Context: an optimization exercise on an open-source flow, tuned for small area. The choices shown serve that exercise and are no tape-out recipe. Only simulation tests tie the RTL to the original design; equivalence was not proved. No activity file was given, so power comes from the tool's default toggle rates.

==> juniper <==
Design tt_um_htfab_caterpillar, start of the top module:
module tt_um_htfab_caterpillar(ui_in, uo_out, uio_in, uio_out, uio_oe, ena, clk, rst_n);
  input [7:0] ui_in;
  wire [7:0] ui_in;
  output [7:0] uo_out;
  wire [7:0] uo_out;
  input [7:0] uio_in;
  wire [7:0] uio_in;
  output [7:0] uio_out;
  wire [7:0] uio_out;
  output [7:0] uio_oe;
  wire [7:0] uio_oe;
  input ena;
  wire ena;
  input clk;
  wire clk;
  input rst_n;
  wire rst_n;
  wire [6:0] n0000;
  wire [1:0] n0001;
  wire n0002;
  wire [6:0] n0003;
  wire n0004;
  wire n0005;
  wire n0006;
  wire n0007;
  wire n0008;
  wire n0009;
  wire n0010;
  wire n0011;
  wire n0012;
  wire n0013;
  wire n0014;
  wire n0015;
  wire n0016;
  wire n0017;
  wire n0018;
  wire n0019;
  wire n0020;
  wire n0021;
  wire n0022;
  wire n0023;
  wire n0024;
  wire n0025;
  wire n0026;
  wire n0027;
  wire n0028;
  wire n0029;
  wire n0030;
  wire n0031;
  wire n0032;
  wire n0033;
  wire n0034;
  wire n0035;
  wire n0036;
  wire n0037;
  wire n0038;
  wire n0039;
  wire n0040;
  wire n0041;
  wire n0042;
  wire n0043;
  wire n0044;
  wire n0045;
  wire n0046;
  reg n0047;
  reg n0048;
  reg n0049;
  reg n0050;
  reg n0051;
  reg n0052;
  reg n0053;
  wire n0054;
  wire n0055;
  wire n0056;
  wire n0057;
  wire n0058;
  wire n0059;
  wire n0060;
  wire n0061;
  wire n0062;
  wire n0063;
  wire n0064;
  wire n0065;
  wire n0066;
  wire n0067;
  wire n0068;
  wire n0069;
  ...
==> flow/config.mk <==
export PLATFORM = sky130hd
export DESIGN_NAME = tt_um_htfab_caterpillar
export DESIGN_NICKNAME = tt_um_htfab_caterpillar
export VERILOG_FILES = /design/flow/design.v
export SDC_FILE = /design/flow/constraint.sdc
export NUM_CORES = 4
export LEC_CHECK = 0
export ABC_AREA = 1
export CAP_MARGIN = 20
export CORE_MARGIN = 2
export CORE_UTILIZATION = 40
export SLEW_MARGIN = 20
==> flow/constraint.sdc <==
create_clock -name core_clock -period 15.0 [get_ports {clk}]
set_input_delay 3.0000 -clock core_clock [delete_from_list [all_inputs] [get_ports {clk}]]
set_output_delay 3.0000 -clock core_clock [all_outputs]
set_load 0.01 [all_outputs]
run.sh (not shown) runs the stock make flow with config.mk's settings and CLKGATE_MAP_FILE= SYNTH_SCRIPT=/design/flow/synth_recipe.tcl, a recipe that flattens the netlist after the stock synthesis.
==> maple: changes against juniper <==
Settings changed: CTS_BUF_LIST set to sky130_fd_sc_hd__clkbuf_4 sky130_fd_sc_hd__clkbuf_8.
==> willow: changes against juniper <==
Settings changed: CTS_BUF_LIST set to sky130_fd_sc_hd__clkbuf_8.
==> sierra: changes against juniper <==
Settings changed: CTS_BUF_LIST set to sky130_fd_sc_hd__clkbuf_8, CTS_CLUSTER_DIAMETER set to 80, CTS_CLUSTER_SIZE set to 24.
==> impl_metrics.csv <==
group,metric,value,unit
pwr,p_switching,311,uW
cells_and_area,clock_area_share,4.77,%
pwr,p_per_area,87.6,nW/um2
drt,met1Wirelength,15.2,mm
critical_path,r2r_slack,8.78,ns
pwr,clockPowerShare,40.9,%
clock_tree,root_buffer,"clkbuf_16",
cells_and_area,seq_share,31.3,%
pwr,pg_clk,452,uW
cells_and_area,syn2layout_area_growth,9.16,%
cells_and_area,finalInstanceArea,12600,um2
global_routing,grt_use_total,22.4,%
global_routing,use_met2,35.6,%
pwr,totalPowerFinal,1110,uW
pwr,seq_power_share,47.6,%
drt,finalWirelength,33.5,mm
run_status,status,"finished clean",
global_routing,grt_pass1_wl,54.7,mm
drt,wl_met2,14.9,mm
timing,hold_slack,0.409,ns
pwr,ir_drop,0.0000658,V
[end of results for juniper]
==> impl_metrics.csv <==
group,metric,value,unit
cells_and_area,seq_share,31.8,%
global_routing,use_met2,35.5,%
timing,hold_slack,0.405,ns
drt,met1Wirelength,15.2,mm
global_routing,grt_use_total,22.4,%
global_routing,grt_pass1_wl,54.5,mm
pwr,p_switching,298,uW
pwr,seq_power_share,52.9,%
cells_and_area,clock_area_share,3.30,%
pwr,p_per_area,80.0,nW/um2
pwr,ir_drop,0.0000592,V
drt,wl_met2,14.8,mm
pwr,clockPowerShare,34.3,%
pwr,pg_clk,341,uW
clock_tree,root_buffer,"clkbuf_8",
run_status,status,"finished clean",
pwr,totalPowerFinal,995,uW
critical_path,r2r_slack,8.79,ns
[end of results for maple]
==> impl_metrics.csv <==
group,metric,value,unit
cells_and_area,syn2layout_area_growth,7.50,%
pwr,seq_power_share,52.9,%
cells_and_area,clock_area_share,3.30,%
cells_and_area,finalInstanceArea,12400,um2
run_status,status,"finished clean",
pwr,p_switching,298,uW
global_routing,grt_pass1_wl,54.5,mm
critical_path,r2r_slack,8.79,ns
pwr,clockPowerShare,34.3,%
pwr,ir_drop,0.0000592,V
timing,hold_slack,0.405,ns
global_routing,grt_use_total,22.4,%
drt,met1Wirelength,15.2,mm
clock_tree,root_buffer,"clkbuf_8",
global_routing,use_met2,35.5,%
pwr,totalPowerFinal,995,uW
drt,wl_met2,14.8,mm
[end of results for willow]
==> impl_metrics.csv <==
group,metric,value,unit
clock_tree,root_buffer,"clkbuf_8",
run_status,status,"finished clean",
drt,met1Wirelength,15.2,mm
timing,hold_slack,0.405,ns
synthesis,synth_commonest_cells,"nand2_1 (314), inv_1 (249), nor2_1 (196), dfxtp_1 (136), o21ai_0 (117)",
global_routing,grt_use_total,22.4,%
cells_and_area,finalInstanceArea,12400,um2
cells_and_area,final_util,43.5,%
cells_and_area,layout.nonclk_buf_share,1.79,%
pwr,clockPowerShare,34.3,%
cells_and_area,syn2layout_area_growth,7.50,%
pwr,pg_clk,341,uW
global_routing,use_met2,35.5,%
pwr,p_switching,298,uW
pwr,seq_power_share,52.9,%
critical_path,r2r_slack,8.79,ns
cells_and_area,clock_area_share,3.30,%
pwr,p_per_area,80.0,nW/um2
drt,wl_met2,14.8,mm
global_routing,grt_pass1_wl,54.5,mm
pwr,ir_drop,0.0000592,V
[end of results for sierra]

## afterwards: timing with drivers on the ports
The results above use ideal ports. As a check the final layouts listed here were re-extracted and re-timed, cells and wires unchanged. Step 1, drivers: a clkbuf_16 drives clk and a buf_2 each remaining input, both assumed. Step 2, shift: input delay + t, output delay - t, t = (earliest + latest rising clock arrival at the registers) / 2. This alone moves slack from input paths to output paths. a / b / c = ideal ports / drivers / drivers and shift; a / b = the first two.
run	t (ns)	slack for setup (ns)	worst data-port slew with drivers (ns)	pins driven straight from the clock port
juniper	0.485	7.401 / 7.379 / 7.379	0.03	1
maple	0.520	7.401 / 7.379 / 7.379	0.03	1
willow	0.520	7.401 / 7.379 / 7.379	0.03	1
sierra	0.520	7.401 / 7.379 / 7.379	0.03	1
After both steps every run listed still meets setup and hold.
